Context: an optimization exercise on an open-source flow, tuned for small area. The choices shown serve that exercise and are no tape-out recipe.
RTL that was checked went through simulation tests only; none was proved equivalent to the original.
Power and IR drop assume default switching activity.

== job 101 ==
## top
module top (
    input CLK100MHZ,
    input BTNC, BTNU, BTNL,
    input [15:0] swt,
    input rst,
    output [15:0] led,
    output [7:0] AN,
    output [6:0] segments
);
Size: ~280 cells after synthesis, roughly 70 flip-flops, ~52 I/O pins, roughly 0.0026 sq mm of cells after synthesis.
clock: 10.0 ns
lec_check: 0
cap_margin: 20
core_margin: 2
core_utilization: 40
slew_margin: 20
standard.sh (not shown) runs the stock make flow with config.mk's settings and CLKGATE_MAP_FILE= SYNTH_SCRIPT=/design/flow/synth_recipe.tcl, a recipe that flattens the netlist after the stock synthesis.
==> flow/flow/run.sh <==
#!/bin/bash
# Own layout flow: the standard flow (standard.sh) with these changes:
#  - synthesis maps the logic with an area-oriented ABC script (flow/area.abc),
#    module by module (SYNTH_HIERARCHICAL 1, flattened after mapping), and
#    without the adder-extraction step (ADDER_MAP_FILE empty); register
#    mapping is untouched, and flow/regnames.py gives every register the
#    instance name the standard synthesis gave it (paired by Q net, same
#    cell type), so the registers match the standard synthesis;
#  - ports are buffered with the smallest buffer (buf_1);
#  - clock tree synthesis uses clkbuf_4 buffers and no dummy loads;
#  - one tie cell per constant value drives all the constant outputs.
# If the registers do not pair up, it falls back to the standard flow.
# Each tool's full output goes to its own log in this folder.
set -uo pipefail
HERE=$(pwd)
RES=$HERE/orfs/results/$FLOW_PLATFORM/top/base
# keep every file the tools write inside this folder
mkdir -p $HERE/tmp $HERE/home
export TMPDIR=$HERE/tmp HOME=$HERE/home XDG_CACHE_HOME=$HERE/home/.cache
export MY_ABC_SCRIPT=$HERE/flow/area.abc
EXTRA=(SYNTH_SCRIPT=$HERE/flow/my_synth.tcl ADDER_MAP_FILE= SKIP_REPAIR_TIE_FANOUT=1 "BUFFER_PORTS_ARGS=-buffer_cell sky130_fd_sc_hd__buf_1" "CTS_ARGS=-sink_clustering_enable -repair_clock_nets -dont_use_dummy_load -buf_list sky130_fd_sc_hd__clkbuf_4 -sink_clustering_size 24 -sink_clustering_max_diameter 80")

fallback() {
  echo "falling back to the standard flow: $1" | tee -a fallback.txt
  rm -rf $HERE/orfs
  bash standard.sh > standard.log 2>&1
  exit $?
}

# 1. the standard synthesis, for reference
bash standard.sh synth > std_synth.log 2>&1 || fallback "standard synthesis failed"
cp $RES/1_2_yosys.v $HERE/std_1_2_yosys.v
rm -rf $HERE/orfs
# 2. our synthesis
bash standard.sh "${EXTRA[@]}" SYNTH_HIERARCHICAL=1 SYNTH_MINIMUM_KEEP_SIZE=0 $RES/1_2_yosys.v > my_synth.log 2>&1 || fallback "own synthesis failed"
cp $RES/1_2_yosys.v $HERE/my_1_2_yosys.v
python3 $HERE/flow/regnames.py $HERE/std_1_2_yosys.v $HERE/my_1_2_yosys.v $RES/1_2_yosys.v > regnames.log 2>&1 \
  || fallback "registers do not pair up ($(tail -1 regnames.log))"
# 3. the rest of the flow
bash standard.sh "${EXTRA[@]}" finish > my_flow.log 2>&1
rc=$?
wait
rm -rf $HERE/tmp
exit $rc
==> flow/flow/area.abc <==
strash
&get -n
&fraig -x
&put
scorr
dc2
strash
&get -n
&deepsyn -J 2000 -T 200
&put
strash
&get -n
&dch -f
&nf -R 1000
&put
mfs3 -a
Other scripts of this flow, unchanged in this note and not shown: flow/flow/my_synth.tcl, flow/flow/regnames.py
### job 101 -> job 102
--- a/flow/flow/area.abc
+++ b/flow/flow/area.abc
@@ -9 +9 @@
-&deepsyn -J 2000 -T 200
+&deepsyn -T 20
==> comparison <==
On cell area after technology mapping: between job 101 and job 102, it ends up lower for job 101. Relative to job 101, the proportion of cell area occupied by multi-input gates of job 102 is higher by 0.55 points. Compared with job 101, job 102 is the less power-hungry design. As far as number of iterations in the first detailed-routing pass goes, job 102 and job 101 are indistinguishable; the numbers are identical. Looking at job 101 and job 102, the core utilization is a wash. On total wirelength of the detailed-routed design, the higher figure sits with job 102, not job 101. The higher fraction of synthesized cell area in xor and xnor cells came out of job 101. Higher number of fill cells in the layout was reported by job 101, not job 102. Looking at final worst setup slack, job 102 sits 0.14 ns above job 101. Standby leakage power (job 102 over job 101): increase, about 0.6%. Against job 101, job 102 comes in 0.05 ns higher on delay of the slowest critical-path stage.

Setup of main:
Another version of the RTL of top (not shown whole).
For scale: ~350 cells after synthesis, roughly 72 flip-flops, about 52 I/O pins, roughly 3300 um^2 of cells after synthesis.
export LEC_CHECK = 0
export CAP_MARGIN = 20
export CORE_MARGIN = 2
export CORE_UTILIZATION = 40
export SLEW_MARGIN = 20
create_clock -name core_clock -period 10.0 [get_ports {CLK100MHZ}]
run.sh (not shown) runs the stock make flow with config.mk's settings and CLKGATE_MAP_FILE= SYNTH_SCRIPT=/design/flow/synth_recipe.tcl, a recipe that flattens the netlist after the stock synthesis.
Stock flow here: none of the scripts above is used.
Changes in the feature branch relative to main:
==> flow/flow/run.sh (new file) <==
#!/bin/bash
# Own layout flow: the standard flow (standard.sh) with three changes:
#  - synthesis maps logic with an area-oriented ABC script (flow/area.abc)
#    and without the adder-extraction step (ADDER_MAP_FILE empty);
#    register mapping is untouched, so registers match the standard synthesis;
#  - ports are buffered with the smallest buffer (buf_1).
# Each tool's full output goes to its own log in this folder.
set -uo pipefail
HERE=$(pwd)
export MY_ABC_SCRIPT=$HERE/flow/area.abc
# reference: the standard synthesis, to check the registers against
bash standard.sh synth > std_synth.log 2>&1
STD=$HERE/orfs/results/$FLOW_PLATFORM/top/base/1_2_yosys.v
cp $STD $HERE/std_1_2_yosys.v
rm -rf $HERE/orfs
bash standard.sh SYNTH_SCRIPT=$HERE/flow/my_synth.tcl ADDER_MAP_FILE= \
  "BUFFER_PORTS_ARGS=-buffer_cell sky130_fd_sc_hd__buf_1" synth > my_synth.log 2>&1
grep -oE 'sky130_fd_sc_hd__(df|edf|sdf)[a-z0-9_]+ +[^ ]+' $HERE/std_1_2_yosys.v | sort > regs_std.txt
grep -oE 'sky130_fd_sc_hd__(df|edf|sdf)[a-z0-9_]+ +[^ ]+' $HERE/orfs/results/$FLOW_PLATFORM/top/base/1_2_yosys.v | sort > regs_my.txt
if ! cmp -s regs_std.txt regs_my.txt; then
  echo "registers differ: falling back to the standard flow" | tee fallback.txt
  rm -rf $HERE/orfs
  bash standard.sh > standard.log 2>&1
  exit $?
fi
bash standard.sh SYNTH_SCRIPT=$HERE/flow/my_synth.tcl ADDER_MAP_FILE= \
  "BUFFER_PORTS_ARGS=-buffer_cell sky130_fd_sc_hd__buf_1" finish > my_flow.log 2>&1
==> flow/flow/area.abc (new file) <==
strash
&get -n
&fraig -x
&put
scorr
dc2
dc2
strash
&get -n
&dch -f
&nf -R 1000
&put
strash
&get -n
&dch -f
&nf -R 1000
&put
==> flow/flow/my_synth.tcl (new file) <==
# Standard synthesis (synth_recipe.tcl) with one change: ABC maps the
# combinational logic with the area-oriented script in MY_ABC_SCRIPT.
proc synth {args} { yosys synth -nofsm -noshare {*}$args }
if {[info exists ::env(MY_ABC_SCRIPT)] && $::env(MY_ABC_SCRIPT) ne ""} {
  proc abc {args} {
    set i [lsearch $args -script]
    if {$i >= 0} { lset args [expr {$i+1}] $::env(MY_ABC_SCRIPT) }
    set j [lsearch $args -D]
    if {$j >= 0} { set args [lreplace $args $j [expr {$j+1}]] }
    puts "MYABC: abc $args"
    yosys abc {*}$args
  }
}
source $::env(SCRIPTS_DIR)/synth.tcl
# left out here: clear keep_hierarchy, flatten, clean up, hide names made inside functions, write 1_2_yosys.v
==> flow/standard.sh (new file) <==
#!/bin/bash
# synth_recipe.tcl (not shown) runs the flow's synth.tcl, then flattens the netlist and writes it again
# the make line also repeats each setting of config.mk as NAME=value (left out here)
make -C /OpenROAD-flow-scripts/flow DESIGN_CONFIG=/design/flow/config.mk WORK_HOME=/design/flow/orfs CLKGATE_MAP_FILE= SYNTH_SCRIPT=/design/flow/synth_recipe.tcl "${@:-finish}"
removed: flow/run.sh
Results
The feature branch vs. main: global router's overall resource usage essentially unchanged, starting utilization of the core area has remained practically unchanged, sequential cell area level.
Comparing main with the feature branch, the combinational cell fraction of total power came out essentially unchanged.
[compare] base=main new=the feature branch: non-clock buffer share of cell area neither gained nor lost much; total power after layout neither gained nor lost much; final worst-path cycle share neither gained nor lost much.
As far as maximum fanout count along the critical path goes, main and the feature branch are indistinguishable; the numbers are identical.
| cell area after placement | main vs the feature branch | ≈ equal |

top, a different RTL version from the one above (not shown whole).
Size in the first run: ~300 cells after synthesis, roughly 70 flip-flops, ~52 I/O pins.
==> flow/config.mk <==
export PLATFORM = sky130hd
export DESIGN_NAME = top
export DESIGN_NICKNAME = top
export VERILOG_FILES = /design/flow/design.v
export SDC_FILE = /design/flow/constraint.sdc
export NUM_CORES = 4
export LEC_CHECK = 0
export CAP_MARGIN = 20
export CORE_MARGIN = 2
export CORE_UTILIZATION = 40
export SLEW_MARGIN = 20
==> flow/constraint.sdc <==
create_clock -name core_clock -period 10.0 [get_ports {CLK100MHZ}]
set_input_delay 2.0000 -clock core_clock [delete_from_list [all_inputs] [get_ports {CLK100MHZ}]]
set_output_delay 2.0000 -clock core_clock [all_outputs]
set_load 0.01 [all_outputs]
standard.sh (not shown) runs the stock make flow with config.mk's settings and CLKGATE_MAP_FILE= SYNTH_SCRIPT=/design/flow/synth_recipe.tcl, a recipe that flattens the netlist after the stock synthesis.
==> flow/flow/run.sh <==
#!/bin/bash
# Own layout flow: the standard flow (standard.sh) with these changes:
#  - synthesis maps the logic with an area-oriented ABC script (flow/area.abc)
#    and without the adder-extraction step (ADDER_MAP_FILE empty); register
#    mapping is untouched, and flow/regnames.py gives every register the
#    instance name the standard synthesis gave it (paired by Q net, same
#    cell type), so the registers match the standard synthesis;
#  - ports are buffered with the smallest buffer (buf_1);
#  - clock tree synthesis uses clkbuf_4 (clkbuf_8 at the root) and no dummy loads;
#  - one tie cell per constant value drives all the constant outputs.
# If the registers do not pair up, it falls back to the standard flow.
# Each tool's full output goes to its own log in this folder.
set -uo pipefail
HERE=$(pwd)
RES=$HERE/orfs/results/$FLOW_PLATFORM/top/base
export MY_ABC_SCRIPT=$HERE/flow/area.abc
EXTRA=(SYNTH_SCRIPT=$HERE/flow/my_synth.tcl ADDER_MAP_FILE= SKIP_REPAIR_TIE_FANOUT=1 "BUFFER_PORTS_ARGS=-buffer_cell sky130_fd_sc_hd__buf_1" "CTS_ARGS=-sink_clustering_enable -repair_clock_nets -dont_use_dummy_load -buf_list sky130_fd_sc_hd__clkbuf_2 sky130_fd_sc_hd__clkbuf_4 -sink_clustering_size 10 -sink_clustering_max_diameter 50")

fallback() {
  echo "falling back to the standard flow: $1" | tee -a fallback.txt
  rm -rf $HERE/orfs
  bash standard.sh > standard.log 2>&1
  exit $?
}

# 1. the standard synthesis, for reference
bash standard.sh synth > std_synth.log 2>&1 || fallback "standard synthesis failed"
cp $RES/1_2_yosys.v $HERE/std_1_2_yosys.v
rm -rf $HERE/orfs
# 2. our synthesis
bash standard.sh "${EXTRA[@]}" $RES/1_2_yosys.v > my_synth.log 2>&1 || fallback "own synthesis failed"
cp $RES/1_2_yosys.v $HERE/my_1_2_yosys.v
python3 $HERE/flow/regnames.py $HERE/std_1_2_yosys.v $HERE/my_1_2_yosys.v $RES/1_2_yosys.v > regnames.log 2>&1 \
  || fallback "registers do not pair up ($(tail -1 regnames.log))"
# 3. the rest of the flow
bash standard.sh "${EXTRA[@]}" finish > my_flow.log 2>&1
==> flow/flow/area.abc <==
strash
&get -n
&fraig -x
&put
scorr
dc2
strash
&get -n
&deepsyn -T 20
&put
strash
&get -n
&dch -f
&nf -R 1000
&put
mfs3 -a
Other scripts of this flow, unchanged in this note and not shown: flow/flow/my_synth.tcl, flow/flow/regnames.py
The first run did not get past 4_1_cts.
==> next run, changes <==
--- a/flow/flow/run.sh
+++ b/flow/flow/run.sh
@@ -15,5 +15,5 @@
 RES=$HERE/orfs/results/$FLOW_PLATFORM/top/base
 export MY_ABC_SCRIPT=$HERE/flow/area.abc
-EXTRA=(SYNTH_SCRIPT=$HERE/flow/my_synth.tcl ADDER_MAP_FILE= SKIP_REPAIR_TIE_FANOUT=1 "BUFFER_PORTS_ARGS=-buffer_cell sky130_fd_sc_hd__buf_1" "CTS_ARGS=-sink_clustering_enable -repair_clock_nets -dont_use_dummy_load -buf_list sky130_fd_sc_hd__clkbuf_2 sky130_fd_sc_hd__clkbuf_4 -sink_clustering_size 10 -sink_clustering_max_diameter 50")
+EXTRA=(SYNTH_SCRIPT=$HERE/flow/my_synth.tcl ADDER_MAP_FILE= SKIP_REPAIR_TIE_FANOUT=1 "BUFFER_PORTS_ARGS=-buffer_cell sky130_fd_sc_hd__buf_1" "CTS_ARGS=-sink_clustering_enable -repair_clock_nets -dont_use_dummy_load -buf_list sky130_fd_sc_hd__clkbuf_4 -root_buf sky130_fd_sc_hd__clkbuf_8 -sink_clustering_size 12 -sink_clustering_max_diameter 60")
 
 fallback() {
==> flow/flow/area.abc (replaced) <==
strash
&get -n
&fraig -x
&put
scorr
dc2
dc2
strash
&get -n
&dch -f
&nf -R 1000
&put
strash
&get -n
&dch -f
&nf -R 1000
&put
With this change the flow went through all stages and came out clean.
Synthesized cell count is higher by 12%.
Area after synthesis is higher by 4.6%.
No functional check of the RTL was part of any run of this note.

Starting RTL as in the previous note.
clock: 10.0 ns
lec_check: 0
cap_margin: 20
core_margin: 2
core_utilization: 40
slew_margin: 20
==> flow/flow/run.sh <==
#!/bin/bash
# Own layout flow: the standard flow (standard.sh) with these changes:
#  - synthesis maps the logic with an area-oriented ABC script (flow/area.abc)
#    and without the adder-extraction step (ADDER_MAP_FILE empty); register
#    mapping is untouched, and flow/regnames.py gives every register the
#    instance name the standard synthesis gave it (paired by Q net, same
#    cell type), so the registers match the standard synthesis;
#  - ports are buffered with the smallest buffer (buf_1);
#  - clock tree synthesis uses clkbuf_4 (clkbuf_8 at the root) and no dummy loads;
#  - one tie cell per constant value drives all the constant outputs.
# If the registers do not pair up, it falls back to the standard flow.
# Each tool's full output goes to its own log in this folder.
set -uo pipefail
HERE=$(pwd)
RES=$HERE/orfs/results/$FLOW_PLATFORM/top/base
# keep every file the tools write inside this folder
mkdir -p $HERE/tmp $HERE/home
export TMPDIR=$HERE/tmp HOME=$HERE/home XDG_CACHE_HOME=$HERE/home/.cache
export MY_ABC_SCRIPT=$HERE/flow/area.abc
EXTRA=(SYNTH_SCRIPT=$HERE/flow/my_synth.tcl ADDER_MAP_FILE= SKIP_REPAIR_TIE_FANOUT=1 "BUFFER_PORTS_ARGS=-buffer_cell sky130_fd_sc_hd__buf_1" "CTS_ARGS=-sink_clustering_enable -repair_clock_nets -dont_use_dummy_load -buf_list sky130_fd_sc_hd__clkbuf_4 -root_buf sky130_fd_sc_hd__clkbuf_8 -tree_buf sky130_fd_sc_hd__clkbuf_4 -sink_clustering_size 24 -sink_clustering_max_diameter 80")

fallback() {
  echo "falling back to the standard flow: $1" | tee -a fallback.txt
  rm -rf $HERE/orfs
  bash standard.sh > standard.log 2>&1
  exit $?
}

# 1. the standard synthesis, for reference
bash standard.sh synth > std_synth.log 2>&1 || fallback "standard synthesis failed"
cp $RES/1_2_yosys.v $HERE/std_1_2_yosys.v
rm -rf $HERE/orfs
# 2. our synthesis
bash standard.sh "${EXTRA[@]}" $RES/1_2_yosys.v > my_synth.log 2>&1 || fallback "own synthesis failed"
cp $RES/1_2_yosys.v $HERE/my_1_2_yosys.v
python3 $HERE/flow/regnames.py $HERE/std_1_2_yosys.v $HERE/my_1_2_yosys.v $RES/1_2_yosys.v > regnames.log 2>&1 \
  || fallback "registers do not pair up ($(tail -1 regnames.log))"
# 3. the rest of the flow
bash standard.sh "${EXTRA[@]}" finish > my_flow.log 2>&1
rc=$?
wait
rm -rf $HERE/tmp
exit $rc
Other scripts of this flow, unchanged in this note and not shown: flow/flow/area.abc, flow/flow/my_synth.tcl, flow/flow/regnames.py
The starting point produced a clean layout.
Change:
--- a/flow/flow/run.sh
+++ b/flow/flow/run.sh
@@ -15,7 +15,4 @@
 RES=$HERE/orfs/results/$FLOW_PLATFORM/top/base
-# keep every file the tools write inside this folder
-mkdir -p $HERE/tmp $HERE/home
-export TMPDIR=$HERE/tmp HOME=$HERE/home XDG_CACHE_HOME=$HERE/home/.cache
 export MY_ABC_SCRIPT=$HERE/flow/area.abc
-EXTRA=(SYNTH_SCRIPT=$HERE/flow/my_synth.tcl ADDER_MAP_FILE= SKIP_REPAIR_TIE_FANOUT=1 "BUFFER_PORTS_ARGS=-buffer_cell sky130_fd_sc_hd__buf_1" "CTS_ARGS=-sink_clustering_enable -repair_clock_nets -dont_use_dummy_load -buf_list sky130_fd_sc_hd__clkbuf_4 -root_buf sky130_fd_sc_hd__clkbuf_8 -tree_buf sky130_fd_sc_hd__clkbuf_4 -sink_clustering_size 24 -sink_clustering_max_diameter 80")
+EXTRA=(SYNTH_SCRIPT=$HERE/flow/my_synth.tcl ADDER_MAP_FILE= SKIP_REPAIR_TIE_FANOUT=1 "BUFFER_PORTS_ARGS=-buffer_cell sky130_fd_sc_hd__buf_1" "CTS_ARGS=-sink_clustering_enable -repair_clock_nets -dont_use_dummy_load -buf_list sky130_fd_sc_hd__clkbuf_4 -sink_clustering_size 24 -sink_clustering_max_diameter 80")
 
@@ -39,5 +36 @@
 bash standard.sh "${EXTRA[@]}" finish > my_flow.log 2>&1
-rc=$?
-wait
-rm -rf $HERE/tmp
-exit $rc
The new run went through all stages and came out clean. Die area does not change. Cell area shrinks by 2.0%. Clock skew grows by 0.023 ns. Critical path depth stays the same. Wire length shrinks by about 1%. Global-route usage stays the same. Setup slack is worse by 0.057 ns.
Change:
--- a/flow/flow/run.sh
+++ b/flow/flow/run.sh
@@ -16,3 +16,3 @@
 export MY_ABC_SCRIPT=$HERE/flow/area.abc
-EXTRA=(SYNTH_SCRIPT=$HERE/flow/my_synth.tcl ADDER_MAP_FILE= SKIP_REPAIR_TIE_FANOUT=1 "BUFFER_PORTS_ARGS=-buffer_cell sky130_fd_sc_hd__buf_1" "CTS_ARGS=-sink_clustering_enable -repair_clock_nets -dont_use_dummy_load -buf_list sky130_fd_sc_hd__clkbuf_4 -sink_clustering_size 24 -sink_clustering_max_diameter 80")
+EXTRA=(SYNTH_SCRIPT=$HERE/flow/my_synth.tcl ADDER_MAP_FILE= SKIP_REPAIR_TIE_FANOUT=1 "BUFFER_PORTS_ARGS=-buffer_cell sky130_fd_sc_hd__buf_1" "CTS_ARGS=-sink_clustering_enable -repair_clock_nets -dont_use_dummy_load -buf_list sky130_fd_sc_hd__clkbuf_4 -root_buf sky130_fd_sc_hd__clkbuf_8 -tree_buf sky130_fd_sc_hd__clkbuf_4 -sink_clustering_size 24 -sink_clustering_max_diameter 80")
 
=> The changed run went through all stages and came out clean; die area is unchanged; critical path depth stays the same; total power went up by 9.0%; core utilization went up by 0.88 points; sequential cell count stays the same; via count went down by about 0.7%; clock power went up by 34%; setup slack improves by 0.057 ns; synthesized cell count is unchanged.
No functional check of the RTL was part of any run of this note.

-- separate check: timing with driven ports --
In the flow no input, the clock included, has a driving cell. The finished layouts below were timed again as built, in two steps.
Step 1 (the two cells are an assumption about what drives the block):
set clk [get_ports {CLK100MHZ}]
set_driving_cell -lib_cell sky130_fd_sc_hd__clkbuf_16 $clk
set_driving_cell -lib_cell sky130_fd_sc_hd__buf_2 [delete_from_list [all_inputs] $clk]
Step 2 times the ports against the registers' clock, not the clock port: input delays grow and output delays shrink by t, the midpoint of the rising clock arrivals with the driver on.
Three values: ideal ports, drivers, drivers and shift; two values: the first two.
run	t, ns	setup WS [ns]	worst slew at a driven data input, ns
job 101	0.413	5.307 / 5.281 / 5.694	0.04
job 102	0.403	5.446 / 5.420 / 5.823	0.03
main	0.360	4.823 / 4.791 / 5.151	0.03
the feature branch	0.360	4.823 / 4.791 / 5.151	0.03
the second run of note 3	0.352	5.754 / 5.725 / 6.077	0.03
the first run of note 4	0.353	5.193 / 5.168 / 5.521	0.03
the second run of note 4	0.413	5.136 / 5.110 / 5.523	0.03
the third run of note 4	0.353	5.193 / 5.168 / 5.521	0.03
After both steps setup and hold are still met in every run listed.
